This is an optimization exercise on Yosys and OpenROAD, whose aim is small area, not a production implementation.
At most, simulation tests tie the RTL to the original design; equivalence was not proved.

==> flow/design.v (excerpt) <==
module sphincs_randomizer_R (
  input  wire         CLK,
  input  wire         RST,
  input  wire         start,
  input  wire [127:0] sk_prf,
  input  wire [127:0] optrand,
  input  wire [263:0] msg,
  output wire [127:0] R,
  output reg          valid
);
Size: ~3400 cells after synthesis, ~1000 flip-flops, ~38000 µm² of cells after synthesis.
Settings: LEC_CHECK=0, CAP_MARGIN=0, CORE_MARGIN=2, CORE_UTILIZATION=45, SLEW_MARGIN=0; clock period 10.0 ns.
standard.sh (not shown) runs the stock make flow with config.mk's settings and CLKGATE_MAP_FILE= SYNTH_SCRIPT=/design/flow/synth_recipe.tcl, a recipe that flattens the netlist after the stock synthesis.
==> flow/flow/run.sh <==
#!/bin/bash
export BUFFER_PORTS_ARGS="-buffer_cell sky130_fd_sc_hd__buf_1"
export CTS_ARGS="-sink_clustering_enable -repair_clock_nets -dont_use_dummy_load -sink_clustering_size 12 -sink_clustering_max_diameter 40 -buf_list {sky130_fd_sc_hd__clkbuf_4 sky130_fd_sc_hd__clkbuf_8}"
export RECOVER_POWER=100
bash standard.sh > standard.log 2>&1
The starting point completed, yet does not pass: max-slew violations.
==> next run, changes <==
==> flow/run.sh (new file) <==
#!/bin/bash
# synth_recipe.tcl (not shown) runs the flow's synth.tcl, then flattens the netlist and writes it again
# the make line also repeats each setting of config.mk as NAME=value (left out here)
make -C /OpenROAD-flow-scripts/flow DESIGN_CONFIG=/design/flow/config.mk WORK_HOME=/design/flow/orfs CLKGATE_MAP_FILE= SYNTH_SCRIPT=/design/flow/synth_recipe.tcl finish
--- a/flow/config.mk
+++ b/flow/config.mk
@@ -9,3 +9,4 @@
 export CORE_MARGIN = 2
-export CORE_UTILIZATION = 45
+export CORE_UTILIZATION = 60
+export CTS_BUF_LIST = sky130_fd_sc_hd__clkbuf_4 sky130_fd_sc_hd__clkbuf_8
 export SLEW_MARGIN = 0
removed: flow/flow/run.sh
removed: flow/standard.sh
After rerunning:
- Now the flow failed in global routing on GRT-0116
- synthesized cell count stays the same
- synthesized area stays the same
No run of this note included a check of the RTL's function; only the layout flow was run.


## job 4259
Another version of the RTL of sphincs_randomizer_R (not shown whole).
Size in the first run: roughly 1000 flip-flops, roughly 0.037 sq mm of cells after synthesis.
// sphincs_randomizer_R
module sphincs_randomizer_R (
  input  wire         CLK,
  input  wire         RST,
  input  wire         start,
  input  wire [127:0] sk_prf,
  input  wire [127:0] optrand,
  input  wire [263:0] msg,
  output wire [127:0] R,
  output reg          valid
);
clock: 10.0 ns
lec_check: 0
cap_margin: 20
core_margin: 2
core_utilization: 55
setup_slack_margin: 0.2
slew_margin: 20
synth_hierarchical: 1
==> flow/flow/run.sh <==
#!/bin/bash
# Own layout flow: the standard ORFS flow (standard.sh) with two changes
# that only affect how the layout is built:
#  - the port buffers that buffer_ports inserts on every input and output are
#    the smallest buffer cell (sky130_fd_sc_hd__buf_1) instead of the default
#    clkdlybuf4s50_1;
#  - clock tree synthesis uses clkbuf_4 with small sink clusters and
#    no dummy loads.
# Each tool's full output lands in the ORFS log folder; the make output is
# kept in standard.log.
export BUFFER_PORTS_ARGS="-buffer_cell sky130_fd_sc_hd__buf_1"
export CTS_ARGS="-sink_clustering_enable -repair_clock_nets -dont_use_dummy_load -sink_clustering_size 10 -sink_clustering_max_diameter 40 -buf_list {sky130_fd_sc_hd__clkbuf_4}"
bash standard.sh > standard.log 2>&1
Modified inputs, job 6478 compared to job 4259
--- a/flow/config.mk
+++ b/flow/config.mk
@@ -9,3 +9,3 @@
 export CORE_MARGIN = 2
-export CORE_UTILIZATION = 55
+export CORE_UTILIZATION = 45
 export SETUP_SLACK_MARGIN = 0.2
Looking at critical path's slowest cell, the sky130_fd_sc_hd__fa_1 result is from job 4259; the sky130_fd_sc_hd__or4_4 one comes from job 6478.
Multi-input combinational area share sits lower in job 6478 than in job 4259.
Of job 4259 and job 6478, the higher path depth of the worst reg2reg path belongs to job 6478.
Diff job 4259 -> job 6478: post-layout instance area climbed about 0.9%; sequential cell count barely changed; non-clock buffer count climbed 1.7%; setup fix buffers added after clock tree synthesis climbed 1.
Looking at job 4259 and job 6478, the final setup violation count is a wash.
Looking at detailed placement HPWL across both flows, job 6478 is the weaker of the two, with job 4259 ahead.
Going from job 4259 to job 6478, highest attainable clock frequency shows an increase of 0.42%; number of rows in the core area shows an increase of 11%.
### job 6478 -> job 562
--- a/flow/config.mk
+++ b/flow/config.mk
@@ -7,7 +7,8 @@
 export LEC_CHECK = 0
-export CAP_MARGIN = 20
+export CAP_MARGIN = 5
 export CORE_MARGIN = 2
 export CORE_UTILIZATION = 45
+export GPL_TIMING_DRIVEN = 0
 export SETUP_SLACK_MARGIN = 0.2
-export SLEW_MARGIN = 20
+export SLEW_MARGIN = 5
 export SYNTH_HIERARCHICAL = 1
==> run summary <==
- Job 562 -> job 6478: count of H-tree levels built during CTS delta 0, exact match
- Comparing first-pass GRT wire length for job 562 and job 6478, the bigger number came from job 562.
- The routed length on met1 of job 562 exceeds that of job 6478 by about 7%.
- Job 562 and job 6478 ended up with nearly the same final cell utilization of the core.
- Layout checks on job 562: not met. Flow itself completed; violations: max-capacitance violations, max-slew violations.
- Compared with job 6478, job 562 shows a higher routed wire length.

==> separate check: timing with driven ports <==
The flow's constraints put no driver on any port. The routed layouts listed below were extracted and timed again, unchanged, in two steps. Step 1 sets driving cells, clkbuf_16 on the clock port and buf_2 on the other inputs (assumed; they add their load-dependent delay and slew). Step 2 also shifts input and output timing later by t, the mid clock arrival at the registers, as if the neighbouring blocks saw the same clock. a / b / c = no drivers / after step 1 / after step 2; a / b = the first two.
| run | t, ns | slack for setup (ns) | clock arrival spread, ns | slew at the worst register clock pin (ns) |
|---|---|---|---|---|
| the first run of note 1 | 0.754 | 0.104 / 0.104 / 0.104 | 0.156 / 0.156 | 0.09 / 0.09 |
| job 4259 | 1.040 | 0.368 / 0.368 / 0.368 | 0.241 / 0.240 | 0.12 / 0.12 |
| job 6478 | 1.036 | 0.408 / 0.408 / 0.408 | 0.139 / 0.139 | 0.11 / 0.11 |
| job 562 | 1.057 | 0.335 / 0.335 / 0.335 | 0.176 / 0.176 | 0.11 / 0.11 |
